What follows belongs to an exercise in optimizing a design on an open flow for small area; a production flow would make more cautious choices. The RTL was checked by simulation tests, not by an equivalence proof against the original design.

==> exp/xenon <==
## calc
module calc (
	output [3:0] col,
	input [3:0] row,
	output [6:0] sseg_A,
	output [9:0] sseg_C,
	output [35:0] value,
	output valid,
	output neg,
	input clk,
	input reset
);
==> flow/config.mk <==
export PLATFORM = sky130hd
export DESIGN_NAME = calc
export DESIGN_NICKNAME = calc
export VERILOG_FILES = /design/flow/design.v
export SDC_FILE = /design/flow/constraint.sdc
export NUM_CORES = 4
export LEC_CHECK = 0
export CAP_MARGIN = 20
export CORE_MARGIN = 2
export CORE_UTILIZATION = 75
export SLEW_MARGIN = 20
==> flow/constraint.sdc <==
create_clock -name core_clock -period 170.0 [get_ports {clk}]
set_input_delay 34.0000 -clock core_clock [delete_from_list [all_inputs] [get_ports {clk}]]
set_output_delay 34.0000 -clock core_clock [all_outputs]
set_load 0.01 [all_outputs]
standard.sh (not shown) runs the stock make flow with config.mk's settings and CLKGATE_MAP_FILE= SYNTH_SCRIPT=/design/flow/synth_recipe.tcl, a recipe that flattens the netlist after the stock synthesis.
==> flow/flow/run.sh <==
#!/bin/bash
# Layout flow: the standard flow (standard.sh) with three changes to how the
# layout is built:
#  - ABC maps the logic with an area-oriented script (abc_area.script beside
#    this file) in place of ORFS's; the registers are mapped before ABC runs, so
#    they are the standard synthesis's;
#  - ports are buffered with the smallest buffer;
#  - the clock tree uses small clock buffers in larger sink clusters, without
#    dummy loads.
# The make output goes to standard.log; ORFS keeps each step's log in orfs/logs.
set -euo pipefail
here=$(pwd)
rm -rf "$here/scripts"
cp -r "$FLOW_HOME/scripts" "$here/scripts"
cp "$here/flow/abc_area.script" "$here/scripts/abc_area.script"
bash standard.sh \
	"SCRIPTS_DIR=$here/scripts" \
	"ABC_AREA=1" \
	"CTS_ARGS=-sink_clustering_enable -repair_clock_nets -dont_use_dummy_load -buf_list sky130_fd_sc_hd__clkbuf_4 -sink_clustering_size 10 -sink_clustering_max_diameter 40" \
	"BUFFER_PORTS_ARGS=-buffer_cell sky130_fd_sc_hd__buf_1" \
	finish > standard.log 2>&1
==> flow/flow/abc_area.script <==
strash
&get -n
&fraig -x
&put
scorr
dc2
strash
&get -n
&dch -f
&nf -R 1000
&put
==> exp/cedar: changes against exp/xenon <==
--- a/flow/design.v
+++ b/flow/design.v
@@ -8,59 +8,66 @@
 	output neg,
 	input clk,
 	input reset
 );
 wire det;
 wire [3:0] code;
-keyscan u_scan (.clk(clk), .reset(reset), .row(row), .col(col), .det(det), .code(code));
+wire idle;
+keyscan u_scan (.clk(clk), .reset(reset), .row(row), .take(idle), .col(col), .det(det),
+	.code(code));
 wire [3:0] sel;
 wire [1:0] c4;
 wire conv, rot, qin, err, setu;
 wire Q35, Q34;
 display u_disp (.clk(clk), .reset(reset), .conv(conv), .rot(rot), .qin(qin),
 	.err(err), .setu(setu), .sel(sel), .c4(c4), .q35(Q35), .q34(Q34),
 	.sseg_A(sseg_A), .sseg_C(sseg_C));
 wire wrn, wrd;
 wire [35:0] S, nend;
-wire [3:0] key, dend, dfirst;
+wire [3:0] dwd, dend, dfirst;
 nring u_nring (.clk(clk), .wr(wrn), .d(S), .q(nend));
-dring u_dring (.clk(clk), .wr(wrd), .d(key), .q(dend), .q0(dfirst));
-wire xp, xs, sb, selV, selW, selE, inv, cin, vload;
-wire [6:0] e7;
+dring u_dring (.clk(clk), .wr(wrd), .d(dwd), .q(dend), .q0(dfirst));
+wire xp, xs, sb, selV, selW, inv, cin, vload;
+wire selE8, selE2, selE1;
+wire [3:0] dend_c, dfirst_c;
 wire [35:0] V;
 wire P35;
 datapath u_dp (.clk(clk), .xp(xp), .xs(xs), .sb(sb), .selV(selV), .selW(selW),
-	.selE(selE), .inv(inv), .cin(cin), .vload(vload), .e7(e7),
+	.selE8(selE8), .selE2(selE2), .selE1(selE1), .dend(dend), .dfirst(dfirst),
+	.inv(inv), .cin(cin), .vload(vload),
 	.nend(nend), .S(S), .V(V), .P35(P35));
 control u_ctl (.clk(clk), .reset(reset), .det(det), .code(code), .sel(sel), .c4(c4),
 	.nend35(nend[35]), .dend(dend), .dfirst(dfirst), .P35(P35), .Q35(Q35),
 	.Q34(Q34), .V35(V[35]), .S35(S[35]),
-	.xp(xp), .xs(xs), .sb(sb), .selV(selV), .selW(selW), .selE(selE), .inv(inv),
-	.cin(cin), .vload(vload), .e7(e7), .wrn(wrn), .wrd(wrd), .key(key),
-	.conv(conv), .rot(rot), .qin(qin), .setu(setu), .err(err), .valid(valid));
+	.xp(xp), .xs(xs), .sb(sb), .selV(selV), .selW(selW), .selE8(selE8), .selE2(selE2),
+	.selE1(selE1), .inv(inv), .cin(cin), .vload(vload), .wrn(wrn), .wrd(wrd), .dwd(dwd),
+	.conv(conv), .rot(rot), .qin(qin), .setu(setu), .err(err), .valid(valid),
+	.idle(idle));
 assign value = V;
 assign neg = V[35];
 endmodule
 module keyscan (
 	input clk,
 	input reset,
 	input [3:0] row,
+	input take,               
 	output [3:0] col,
 	output det,
 	output reg [3:0] code
 );
 reg [1:0] ci;             
 wire allhi = &row;
 always @(posedge clk)
 	if (reset) ci <= 2'd3;
 	else if (allhi) ci <= ci + 2'd1;
 assign col = ~(4'b0001 << ci);
 reg held;                 
 assign det = !held && !allhi;
-always @(posedge clk)
-	if (det) held <= 1'b1;
+always @(posedge clk or posedge reset)
+	if (reset) held <= 1'b0;
+	else if (det && take) held <= 1'b1;
 	else if (allhi) held <= 1'b0;
 wire [1:0] ri = {~row[3] | ~row[2], ~row[3] | ~row[1]};
 always @(*) begin
 	case ({ri, ci})
 		4'b11_11: code = 4'd7;
 		4'b11_10: code = 4'd8;
@@ -215,22 +222,25 @@
 assign q0 = r[3:0];
 always @(posedge clk)
 	r <= {r[4*8-1:0], wr ? d : q};
 endmodule
 module datapath (
 	input clk,
-	input xp, xs, sb, selV, selW, selE, inv, cin, vload,
-	input [6:0] e7,
+	input xp, xs, sb, selV, selW, inv, cin, vload,
+	input selE8, selE2, selE1,      
+	input [3:0] dend, dfirst,
 	input [35:0] nend,
 	output [35:0] S,
 	output reg [35:0] V,
 	output P35
 );
 reg [35:0] P;
 wire [35:0] X = ({36{xp}} & P) | ({36{xs}} & {P[34:0], 1'b0}) | {35'b0, sb};
-wire [35:0] Y = ({36{selV}} & V) | ({36{selW}} & nend) | {29'b0, {7{selE}} & e7};
+wire [6:0] E = ({7{selE8}} & {dend, 3'b0}) | ({7{selE2}} & {2'b0, dfirst, 1'b0}) |
+               ({7{selE1}} & {3'b0, dfirst});
+wire [35:0] Y = ({36{selV}} & V) | ({36{selW}} & nend) | {29'b0, E};
 wire [35:0] Yx = Y ^ {36{inv}};
 wire [36:0] cy;
 assign cy[0] = cin;
 genvar gi;
 generate
 	for (gi = 0; gi < 36; gi = gi + 1) begin : rca
@@ -251,71 +261,76 @@
 	input [3:0] code,
 	input [3:0] sel,
 	input [1:0] c4,
 	input nend35,
 	input [3:0] dend, dfirst,
 	input P35, Q35, Q34, V35, S35,
-	output reg xp, xs, sb, selV, selW, selE, inv, cin, vload,
-	output [6:0] e7,
+	output reg xp, xs, sb, selV, selW, selE8, selE2, selE1, inv, cin, vload,
 	output wrn, wrd,
-	output reg [3:0] key,
+	output [3:0] dwd,
 	output conv, rot, qin, setu,
 	output reg err,
-	output valid
+	output valid,
+	output idle
 );
-localparam IDLE = 4'd0, DIG = 4'd1, ENT = 4'd2, PUSH = 4'd3, CLR = 4'd4,
-           OPW = 4'd5, OPB = 4'd6, ALGN = 4'd7, XFER = 4'd8, ITER = 4'd9,
-           FIN = 4'd10, PREP = 4'd11, CONV = 4'd12, FIN2 = 4'd13, VAL = 4'd14,
-           BACK = 4'd15;
+localparam IDLE = 4'd0, DIG = 4'd1, ENT = 4'd2, ENTZ = 4'd3, PUSH = 4'd4, CLR = 4'd5,
+           OPW = 4'd6, OPB = 4'd7, XFER = 4'd8, ITER = 4'd9, FIN = 4'd10, PREP = 4'd11,
+           BACK = 4'd12, ALGN = 4'd13, CONV = 4'd14, VAL = 4'd15;
 reg [3:0] st;
 reg [5:0] cnt;
-reg [3:0] ph;             
-reg [3:0] spn, spd;       
+reg [3:0] key;
+reg [3:0] rn, rd;
 reg sgn;
 wire isdiv = (key == 4'd13);
 wire ismul = (key == 4'd12);
 wire issub = (key == 4'd11);
 wire isadd = (key == 4'd10);
 wire addsub = isadd | issub;
 wire isop = addsub | ismul | isdiv;
-wire [6:0] e1 = (spd >= 4'd1) ? {3'b0, dend} : 7'd0;
-wire [3:0] e2 = (spd >= 4'd2) ? dfirst : 4'd0;
-assign e7 = {e2, 3'b0} + {2'b0, e2, 1'b0} + e1;
-wire zn = (spn == 4'd0);
-wire zd = (spd == 4'd0);
-wire topn = (ph == {spn[3] | zn, spn[2:1], spn[0] | zn});
-wire topd = (ph == {spd[3] | zd, spd[2:1], spd[0] | zd});
-reg pushn, pushd;
-always @(posedge clk) begin
-	pushn <= topn;
-	pushd <= topd;
-end
+wire rn0 = (rn == 4'd0);
+wire rn1 = (rn == 4'd1);
+wire rd0 = (rd == 4'd0);
+wire rd8 = (rd == 4'd8);
+wire rd1 = (rd == 4'd1);
 wire first = (cnt == 6'd0);
 wire last = (cnt == 6'd35);
-wire B35 = (spn >= 4'd1) & nend35;
-wire A35 = (spn >= 4'd2) & nend35;
 wire phok = (c4 == 2'd1) && sel[0] && (cnt >= 6'd2);
+wire holdn = (st == PUSH && !isop && rn1) || (st == XFER && cnt < 6'd8);
+wire holdd = (st == DIG && rd1) || (st == ENTZ && cnt >= 6'd1 && cnt < 6'd6);
+always @(posedge clk) begin
+	if (!holdn) rn <= (rn == 4'd8) ? 4'd0 : rn + 4'd1;
+	if (!holdd) rd <= (rd == 4'd8) ? 4'd0 : rd + 4'd1;
+	if (st == IDLE && det) key <= code;
+	if (st == OPW && rn0) sgn <= isdiv & nend35;
+	if (st == OPB && cnt == 6'd7) sgn <= sgn ^ (isdiv & nend35);
+end
 always @(*) begin
-	xp = 0; xs = 0; sb = 0; selV = 0; selW = 0; selE = 0; inv = 0; cin = 0; vload = 0;
+	xp = 0; xs = 0; sb = 0; selV = 0; selW = 0; selE8 = 0; selE2 = 0; selE1 = 0;
+	inv = 0; cin = 0; vload = 0;
 	case (st)
-		ENT: selE = 1;
+		ENT: selE8 = 1;
+		ENTZ: begin
+			xp = 1;
+			selE2 = (cnt == 6'd0);
+			selE1 = (cnt == 6'd1);
+		end
 		PUSH: begin
 			xp = !isop;
-			selV = isop;
+			selV = isop & rn0;
 		end
 		CLR: vload = 1;
 		OPW: begin
-			selW = (spn >= 4'd1);
-			inv = issub | (isdiv & B35);
+			selW = 1;
+			inv = issub | (isdiv & nend35);
 			cin = inv;
 			vload = 1;
 		end
 		OPB: begin
 			if (cnt == 6'd7) begin
-				selW = (spn >= 4'd2);
-				inv = isdiv & A35;
+				selW = 1;
+				inv = isdiv & nend35;
 				cin = inv;
 				xp = addsub;
 				vload = addsub;
 			end else
 				xp = 1;
 		end
@@ -329,114 +344,102 @@
 				inv = first | ~P35;
 				cin = inv;
 			end else
 				selV = Q35;
 		end
 		FIN: begin
-			xp = 1;
-			vload = ismul;
+			xp = !(isdiv & err);
+			cin = isdiv & sgn & !err;
+			vload = ismul | isdiv;
 		end
 		PREP: begin
 			selV = 1;
 			inv = V35;
 			cin = V35;
 		end
 		CONV: xs = 1;
 		BACK: begin
-			xs = (cnt < 6'd36);
-			xp = !xs;
-			sb = xs & (Q35 ^ sgn);
-		end
-		FIN2: begin
-			xp = isdiv & !err;
-			cin = isdiv & sgn & !err;
-			vload = isdiv;
+			xs = 1;
+			sb = Q35 ^ sgn;
 		end
 		default: ;
 	endcase
 end
 always @(posedge clk or posedge reset)
 	if (reset) begin
 		st <= CLR;
-		cnt <= 6'd0;
-		ph <= 4'd1;
+		cnt <= 6'd31;
 		err <= 1'b0;
 	end else begin
-		ph <= (ph == 4'd9) ? 4'd1 : ph + 4'd1;
 		cnt <= cnt + 6'd1;
 		case (st)
 			IDLE: begin
 				cnt <= 6'd0;
 				if (det) begin
 					if (code < 4'd10) st <= DIG;
 					else if (code == 4'd14) st <= ENT;
 					else if (code == 4'd15) st <= CLR;
 					else st <= OPW;
 				end
 			end
-			DIG: if (pushd) st <= IDLE;
-			ENT: if (topd) st <= PUSH;
-			PUSH: if (pushn) st <= IDLE;
+			DIG: if (rd1) st <= IDLE;
+			ENT: begin
+				cnt <= 6'd0;
+				if (rd8) st <= ENTZ;
+			end
+			ENTZ: if (cnt == 6'd9) st <= PUSH;
+			PUSH: if (rn1) st <= IDLE;
 			CLR: if (cnt == 6'd39) st <= IDLE;
 			OPW: begin
 				cnt <= 6'd0;
-				if (topn) st <= OPB;
+				if (rn0) st <= OPB;
 			end
 			OPB: if (cnt == 6'd7) begin
 				cnt <= 6'd0;
 				st <= XFER;
 			end
 			XFER: if (last) begin
 				cnt <= 6'd0;
 				st <= ITER;
 			end
 			ITER: if (last) begin
 				cnt <= 6'd0;
-				st <= isdiv ? BACK : FIN;
+				if (isdiv) st <= BACK;
+				else begin
+					err <= 1'b0;
+					st <= FIN;
+				end
 			end
 			BACK: begin
 				if (first) err <= Q35 & Q34;
-				if (cnt == 6'd39) st <= FIN2;
-			end
-			FIN2: st <= PREP;
-			FIN: begin
-				err <= 1'b0;
-				st <= PREP;
+				if (last) st <= FIN;
 			end
+			FIN: st <= PREP;
 			PREP: begin
 				cnt <= 6'd0;
 				st <= ALGN;
 			end
 			ALGN: if (phok) begin
 				cnt <= 6'd0;
 				st <= CONV;
 			end
 			CONV: if (last) st <= VAL;
-			VAL: st <= PUSH;
+			VAL: if (rn == 4'd8) st <= PUSH;
 			default: st <= IDLE;
 		endcase
 	end
-always @(posedge clk) begin
-	if (st == IDLE && det) key <= code;
-	if (st == CLR) begin
-		spn <= 4'd0;
-		spd <= 4'd0;
-	end
-	if (st == DIG && pushd) spd <= spd + 4'd1;
-	if (st == ENT && topd) spd <= (spd >= 4'd4) ? spd - 4'd4 : 4'd0;
-	if (st == PUSH && pushn) spn <= spn + 4'd1;
-	if (st == OPW && topn) sgn <= isdiv & B35;
-	if (st == OPB && cnt == 6'd7) begin
-		sgn <= sgn ^ (isdiv & A35);
-		spn <= (spn >= 4'd2) ? spn - 4'd2 : 4'd0;
-	end
-end
-assign wrn = (st == PUSH) && pushn;
-assign wrd = (st == DIG) && pushd;
+assign wrd = (st == DIG && rd1) || (st == ENTZ && cnt >= 6'd6) || (st == CLR);
+assign dwd = (st == DIG) ? key : 4'd0;
+assign wrn = (st == PUSH && (rn1 || (isop && rn0))) || (st == CLR);
 assign valid = (st == VAL);
+assign idle = (st == IDLE);
 assign conv = (st == CONV);
-assign rot = (st == IDLE) || (st == DIG) || (st == ENT) || (st == PUSH) ||
-             (st == VAL);
+reg bok;
+always @(posedge clk or posedge reset)
+	if (reset) bok <= 1'b0;
+	else if (sel == 4'd0 && c4 == 2'd3) bok <= 1'b1;
+assign rot = bok && ((st == IDLE) || (st == DIG) || (st == ENT) || (st == ENTZ) ||
+             (st == PUSH) || (st == VAL));
 assign qin = (st == CONV || st == XFER) ? P35 :
              (st == ITER && isdiv) ? ~S35 : 1'b0;
 assign setu = conv && last;
 endmodule
==> results.json <==
{
  "wl_mm": 31.0,
  "clk_pin_slew_ns": 0.12,
  "die_area_um2": 22100,
  "grt_use_met2_pct": 48.4,
  "wire_per_inst_um": 19.0,
  "fin_cells": 1628,
  "status": "finished clean",
  "powerComb_w": 0.0000314,
  "grt_pass1_vias": 9782,
  "netlist_area_um2": 15700
}
# the run above: exp/cedar

==> results.json <==
{
  "clk_pin_slew_ns": 0.10,
  "wl_mm": 32.9,
  "netlist_area_um2": 16200,
  "wire_per_inst_um": 19.4,
  "grt_pass1_vias": 10200,
  "powerComb_w": 0.000000652,
  "grt_use_met2_pct": 50.4,
  "status": "finished clean",
  "dr_total_vias": 9922,
  "fin_cells": 1692,
  "die_area_um2": 22900
}
# the run above: exp/xenon

re-timing with driven ports:
How much do the figures lean on ideal ports? The routed layouts below were timed once more, with nothing changed but the port constraints. Step 1, drivers: a clkbuf_16 drives clk and a buf_2 each remaining input, both assumed. Step 2, shift: input delay + t, output delay - t, t = (earliest + latest rising clock arrival at the registers) / 2. This alone moves slack from input paths to output paths. a / b / c = ideal / step 1 / step 2; a / b = the first two.
| run | t, ns | slack for setup (ns) | hold WS [ns] | slew at the worst register clock pin (ns) | cell pins on the clock port's net |
|---|---|---|---|---|---|
| exp/xenon | 0.746 | 133.950 / 133.904 / 133.847 | 0.250 / 0.250 / 0.250 | 0.11 / 0.11 | 1 |
| exp/cedar | 0.722 | 133.997 / 133.952 / 134.219 | 0.309 / 0.309 / 0.309 | 0.12 / 0.12 | 1 |
After both steps every run listed still meets setup and hold. The setup slack of exp/xenon, which loses most, moves by -0.046 ns with the drivers and by -0.103 ns with both steps.
